This is an optimization exercise on Yosys and OpenROAD, whose aim is small area, not a production implementation. The RTL was checked by simulation tests, not by an equivalence proof against the original design. Power figures rest on the tool's default switching activity, not on a simulated workload.

## run A
==> flow/design.v (excerpt) <==
module top_mac_bfusion (clk, rst, accu_rst, a, w, config_aw, z);
	input               clk, rst, accu_rst;
	input        [31:0] a;
	input        [31:0] w;
	input         [2:0] config_aw;
	output reg   [19:0] z;
	wire [15:0] p;
	bf_prod prod (.a(a), .w(w), .cfg(config_aw), .p(p));
	reg [15:0] m1, m2;
	reg        rst_d, clr;
	wire [19:0] addend = {{4{m2[15]}}, m2};
	wire [20:0] cy;
	wire [19:0] sum;
	assign cy[0] = 1'b0;
	genvar i;
	generate for (i = 0; i < 20; i = i + 1) begin : acc
		assign sum[i]  = z[i] ^ addend[i] ^ cy[i];
		assign cy[i+1] = (z[i] & addend[i]) | (cy[i] & (z[i] ^ addend[i]));
	end endgenerate
	always @(posedge clk) begin
		m1    <= p;
		m2    <= m1;
		rst_d <= rst;
		clr   <= rst | accu_rst | rst_d;
		z     <= clr ? 20'd0 : sum;
	end
endmodule
Size in the first run: roughly 90 I/O pins.
export LEC_CHECK = 0
export CAP_MARGIN = 20
export CORE_MARGIN = 2
export CORE_UTILIZATION = 60
export CTS_BUF_LIST = sky130_fd_sc_hd__clkbuf_8
export GPL_TIMING_DRIVEN = 0
export SLEW_MARGIN = 20
create_clock -name core_clock -period 10.0 [get_ports {clk}]
standard.sh (not shown) runs the stock make flow with config.mk's settings and CLKGATE_MAP_FILE= SYNTH_SCRIPT=/design/flow/synth_recipe.tcl, a recipe that flattens the netlist after the stock synthesis.
==> flow/flow/run.sh <==
#!/bin/bash
# Standard ORFS layout with three changes, none of which touches the registers:
#  1. after the standard synthesis the full adders are re-polarised to drop
#     inverters between them (fixpol.py);
#  2. the remaining plain logic is mapped again by ABC for area (reabc.py);
#  3. ports are buffered with the smallest buffer.
set -euo pipefail
W=$PWD
R=$W/orfs/results/${FLOW_PLATFORM}/top_mac_bfusion/base
LIB=$FLOW_HOME/platforms/${FLOW_PLATFORM}/lib/sky130_fd_sc_hd__tt_025C_1v80.lib
YOSYS=$FLOW_HOME/../tools/install/yosys/bin/yosys
[ -x "$YOSYS" ] || YOSYS=yosys
export BUFFER_PORTS_ARGS="-buffer_cell sky130_fd_sc_hd__buf_1"
bash standard.sh "$R/1_2_yosys.v" > synth.log 2>&1
cp "$R/1_2_yosys.v" "$W/1_2_yosys.std.v"
python3 flow/fixpol.py "$R/1_2_yosys.v" > fixpol.log 2>&1
mkdir -p "$W/reabc"
python3 flow/reabc.py "$LIB" "$R/1_2_yosys.v" "$W/reabc/mid.v" > reabc_py.log 2>&1
printf 'strash\n&get -n\n&st\n&dch -f\n&nf -R 1000\n&put\ntopo\n' > "$W/reabc/area.script"
cat > "$W/reabc/r.ys" <<EOT
read_liberty -lib $LIB
read_verilog $W/reabc/mid.v
hierarchy -top $FLOW_TOP
proc; opt -fast; techmap; opt -fast
abc -liberty $LIB -script $W/reabc/area.script -dont_use *probe* -dont_use *lpflow* -dont_use *clkdly* -dont_use *dlygate* -dont_use *dlymetal*
opt_clean -purge
hilomap -singleton -hicell sky130_fd_sc_hd__conb_1 HI -locell sky130_fd_sc_hd__conb_1 LO
setundef -zero
splitnets
opt_clean -purge
write_verilog -noattr -noexpr -nohex -nodec $W/reabc/out.v
EOT
"$YOSYS" -l reabc_yosys.log -q "$W/reabc/r.ys" > /dev/null 2>&1
cp "$W/reabc/out.v" "$R/1_2_yosys.v"
python3 flow/fixpol.py "$R/1_2_yosys.v" > fixpol2.log 2>&1
bash standard.sh > layout.log 2>&1
Other scripts of this flow, unchanged in this note and not shown: flow/flow/fixpol.py, flow/flow/reabc.py
Input-level comparison between run B and run A:
-- flow/config.mk --
<<< run A, line 9
export CORE_MARGIN = 2
export CORE_UTILIZATION = 60
export CTS_BUF_LIST = sky130_fd_sc_hd__clkbuf_8
export GPL_TIMING_DRIVEN = 0
>>> run B, line 9
export CORE_MARGIN = 2
export CORE_UTILIZATION = 40
export GPL_TIMING_DRIVEN = 0
==> run notes <==
The initial core utilization of run B falls short of that of run A by 20 points. Die area: run B and run A compared, higher one is run B. In the reports for run B and run A, the larger synthesis-to-layout area growth belongs to run B. Chip width went up by more than 10% going from run A to run B.

========
Another version of the RTL of top_mac_bfusion (not shown whole).
Size: about 90 I/O pins, about 7000 µm² of cells after synthesis.
clock: 10.0 ns
lec_check: 0
cap_margin: 20
core_margin: 2
core_utilization: 40
gpl_timing_driven: 0
slew_margin: 20
run.sh (not shown) runs the stock make flow with config.mk's settings and CLKGATE_MAP_FILE= SYNTH_SCRIPT=/design/flow/synth_recipe.tcl, a recipe that flattens the netlist after the stock synthesis.
Stock flow here: none of the scripts above is used.
==> next run, changes <==
Settings changed: GPL_TIMING_DRIVEN 0 to default.
Non-clock buffer count rises by 98. Global-route usage went down by 1.0 points. Worst setup slack improved by 0.023 ns. Sequential share of layout area came out lower by 0.93 points. Total power hardly moves. Via count grows by 3.7%. Critical path depth increases by 1. Synthesized cell count stays the same. Die area is unchanged. Count of clock-buffer cells in the layout stays the same.

========
top_mac_bfusion, a different RTL version from the one above (not shown whole).
For scale: roughly 600 cells after synthesis, ~6000 µm² of cells after synthesis.
clock: 10.0 ns
lec_check: 0
cap_margin: 5
core_margin: 2
core_utilization: 60
cts_buf_list: sky130_fd_sc_hd__clkbuf_8
gpl_timing_driven: 0
slew_margin: 5
standard.sh (not shown) runs the stock make flow with config.mk's settings and CLKGATE_MAP_FILE= SYNTH_SCRIPT=/design/flow/synth_recipe.tcl, a recipe that flattens the netlist after the stock synthesis.
==> flow/flow/run.sh <==
#!/bin/bash
# Standard ORFS layout with three changes, none of which touches the registers:
#  1. after the standard synthesis the full adders are re-polarised to drop
#     inverters between them (fixpol.py);
#  2. the remaining plain logic is mapped again by ABC for area (reabc.py);
#  3. ports are buffered with the smallest buffer, and the clock tree is
#     built without dummy loads.
set -euo pipefail
W=$PWD
R=$W/orfs/results/${FLOW_PLATFORM}/top_mac_bfusion/base
LIB=$FLOW_HOME/platforms/${FLOW_PLATFORM}/lib/sky130_fd_sc_hd__tt_025C_1v80.lib
YOSYS=$FLOW_HOME/../tools/install/yosys/bin/yosys
[ -x "$YOSYS" ] || YOSYS=yosys
export BUFFER_PORTS_ARGS="-buffer_cell sky130_fd_sc_hd__buf_1"
export CTS_ARGS="-sink_clustering_enable -repair_clock_nets -buf_list sky130_fd_sc_hd__clkbuf_8 -dont_use_dummy_load"
bash standard.sh "$R/1_2_yosys.v" > synth.log 2>&1
cp "$R/1_2_yosys.v" "$W/1_2_yosys.std.v"
python3 flow/fixpol.py "$R/1_2_yosys.v" --free-logic > fixpol.log 2>&1
mkdir -p "$W/reabc"
python3 flow/reabc.py "$LIB" "$R/1_2_yosys.v" "$W/reabc/mid.v" > reabc_py.log 2>&1
printf 'strash\n&get -n\n&st\n&dch -f\n&nf -R 1000\n&put\ntopo\n' > "$W/reabc/area.script"
cat > "$W/reabc/r.ys" <<EOT
read_liberty -lib $LIB
read_verilog $W/reabc/mid.v
hierarchy -top $FLOW_TOP
proc; opt -fast; techmap; opt -fast
abc -liberty $LIB -script $W/reabc/area.script -dont_use *probe* -dont_use *lpflow* -dont_use *clkdly* -dont_use *dlygate* -dont_use *dlymetal*
opt_clean -purge
hilomap -singleton -hicell sky130_fd_sc_hd__conb_1 HI -locell sky130_fd_sc_hd__conb_1 LO
setundef -zero
splitnets
opt_clean -purge
write_verilog -noattr -noexpr -nohex -nodec $W/reabc/out.v
EOT
"$YOSYS" -l reabc_yosys.log -q "$W/reabc/r.ys" > /dev/null 2>&1
cp "$W/reabc/out.v" "$R/1_2_yosys.v"
python3 flow/fixpol.py "$R/1_2_yosys.v" > fixpol2.log 2>&1
bash standard.sh > layout.log 2>&1
Other scripts of this flow, unchanged in this note and not shown: flow/flow/fixpol.py, flow/flow/reabc.py
Change:
- GPL_ROUTABILITY_DRIVEN: not set -> 0
Effect:
- The new run went through all stages and came out clean
- clock skew is higher by 0.0071 ns
- hold slack is about the same
- cell area barely changes
- via count is lower by 0.92%
Change:
--- a/flow/flow/run.sh
+++ b/flow/flow/run.sh
@@ -13,5 +13,5 @@
 [ -x "$YOSYS" ] || YOSYS=yosys
 export BUFFER_PORTS_ARGS="-buffer_cell sky130_fd_sc_hd__buf_1"
-export CTS_ARGS="-sink_clustering_enable -repair_clock_nets -buf_list sky130_fd_sc_hd__clkbuf_8 -dont_use_dummy_load"
+export CTS_ARGS="-sink_clustering_enable -sink_clustering_size 60 -sink_clustering_max_diameter 400 -repair_clock_nets -buf_list sky130_fd_sc_hd__clkbuf_16 -dont_use_dummy_load"
 bash standard.sh "$R/1_2_yosys.v" > synth.log 2>&1
 cp "$R/1_2_yosys.v" "$W/1_2_yosys.std.v"
- GPL_ROUTABILITY_DRIVEN: 0 -> not set
After rerunning: Count of clock-buffer cells in the layout stays the same. Setup slack got worse by 0.031 ns. Fmax is lower by 0.32%. First-iteration DRC count climbs by 4.2%.
Change:
--- a/flow/flow/run.sh
+++ b/flow/flow/run.sh
@@ -13,5 +13,5 @@
 [ -x "$YOSYS" ] || YOSYS=yosys
 export BUFFER_PORTS_ARGS="-buffer_cell sky130_fd_sc_hd__buf_1"
-export CTS_ARGS="-sink_clustering_enable -sink_clustering_size 60 -sink_clustering_max_diameter 400 -repair_clock_nets -buf_list sky130_fd_sc_hd__clkbuf_16 -dont_use_dummy_load"
+export CTS_ARGS="-sink_clustering_enable -sink_clustering_size 30 -sink_clustering_max_diameter 400 -repair_clock_nets -buf_list sky130_fd_sc_hd__clkbuf_8 -dont_use_dummy_load"
 bash standard.sh "$R/1_2_yosys.v" > synth.log 2>&1
 cp "$R/1_2_yosys.v" "$W/1_2_yosys.std.v"
Outcome: The changed run finished with timing, DRC and antenna clean. Synthesized area is unchanged. Sequential power is about the same. Cell area is lower by about 2%. Via count drops by 1.6%. Setup slack improves by 0.025 ns. Die area does not change. Maximum frequency stays flat. Power goes down by about 9%. Utilization falls by 1.5 points.

==> re-timing with driven ports <==
How much do the figures lean on ideal ports? The routed layouts below were timed once more, with nothing changed but the port constraints.
Step 1: set_driving_cell puts a clkbuf_16 on clk and a buf_2 on each other input, an assumption about the parent block.
Step 2 times the ports against the registers' clock, not the clock port: input delays grow and output delays shrink by t, the midpoint of the rising clock arrivals with the driver on.
a / b / c = ideal / step 1 / step 2; a / b = the first two.
run	t (ns)	setup WS [ns]	latest minus earliest clock arrival (ns)	worst data-port slew with drivers (ns)
run A	0.335	0.288 / 0.244 / -0.091	0.006 / 0.006	0.08
run B	0.318	0.225 / 0.232 / -0.086	0.004 / 0.005	0.04
the first run of note 2	0.317	0.280 / 0.290 / -0.026	0.012 / 0.011	0.04
the second run of note 2	0.317	0.303 / 0.314 / -0.003	0.007 / 0.008	0.04
the first run of note 3	0.322	0.239 / 0.223 / -0.099	0.018 / 0.018	0.06
the second run of note 3	0.320	0.245 / 0.231 / -0.089	0.026 / 0.025	0.06
the third run of note 3	0.313	0.214 / 0.179 / -0.134	0.012 / 0.012	0.06
the fourth run of note 3	0.322	0.239 / 0.223 / -0.099	0.018 / 0.018	0.06
With both steps, setup timing fails in every run listed, where it was met with ideal ports. The setup slack of run A, which loses most, moves by -0.044 ns with the drivers and by -0.379 ns with both steps.
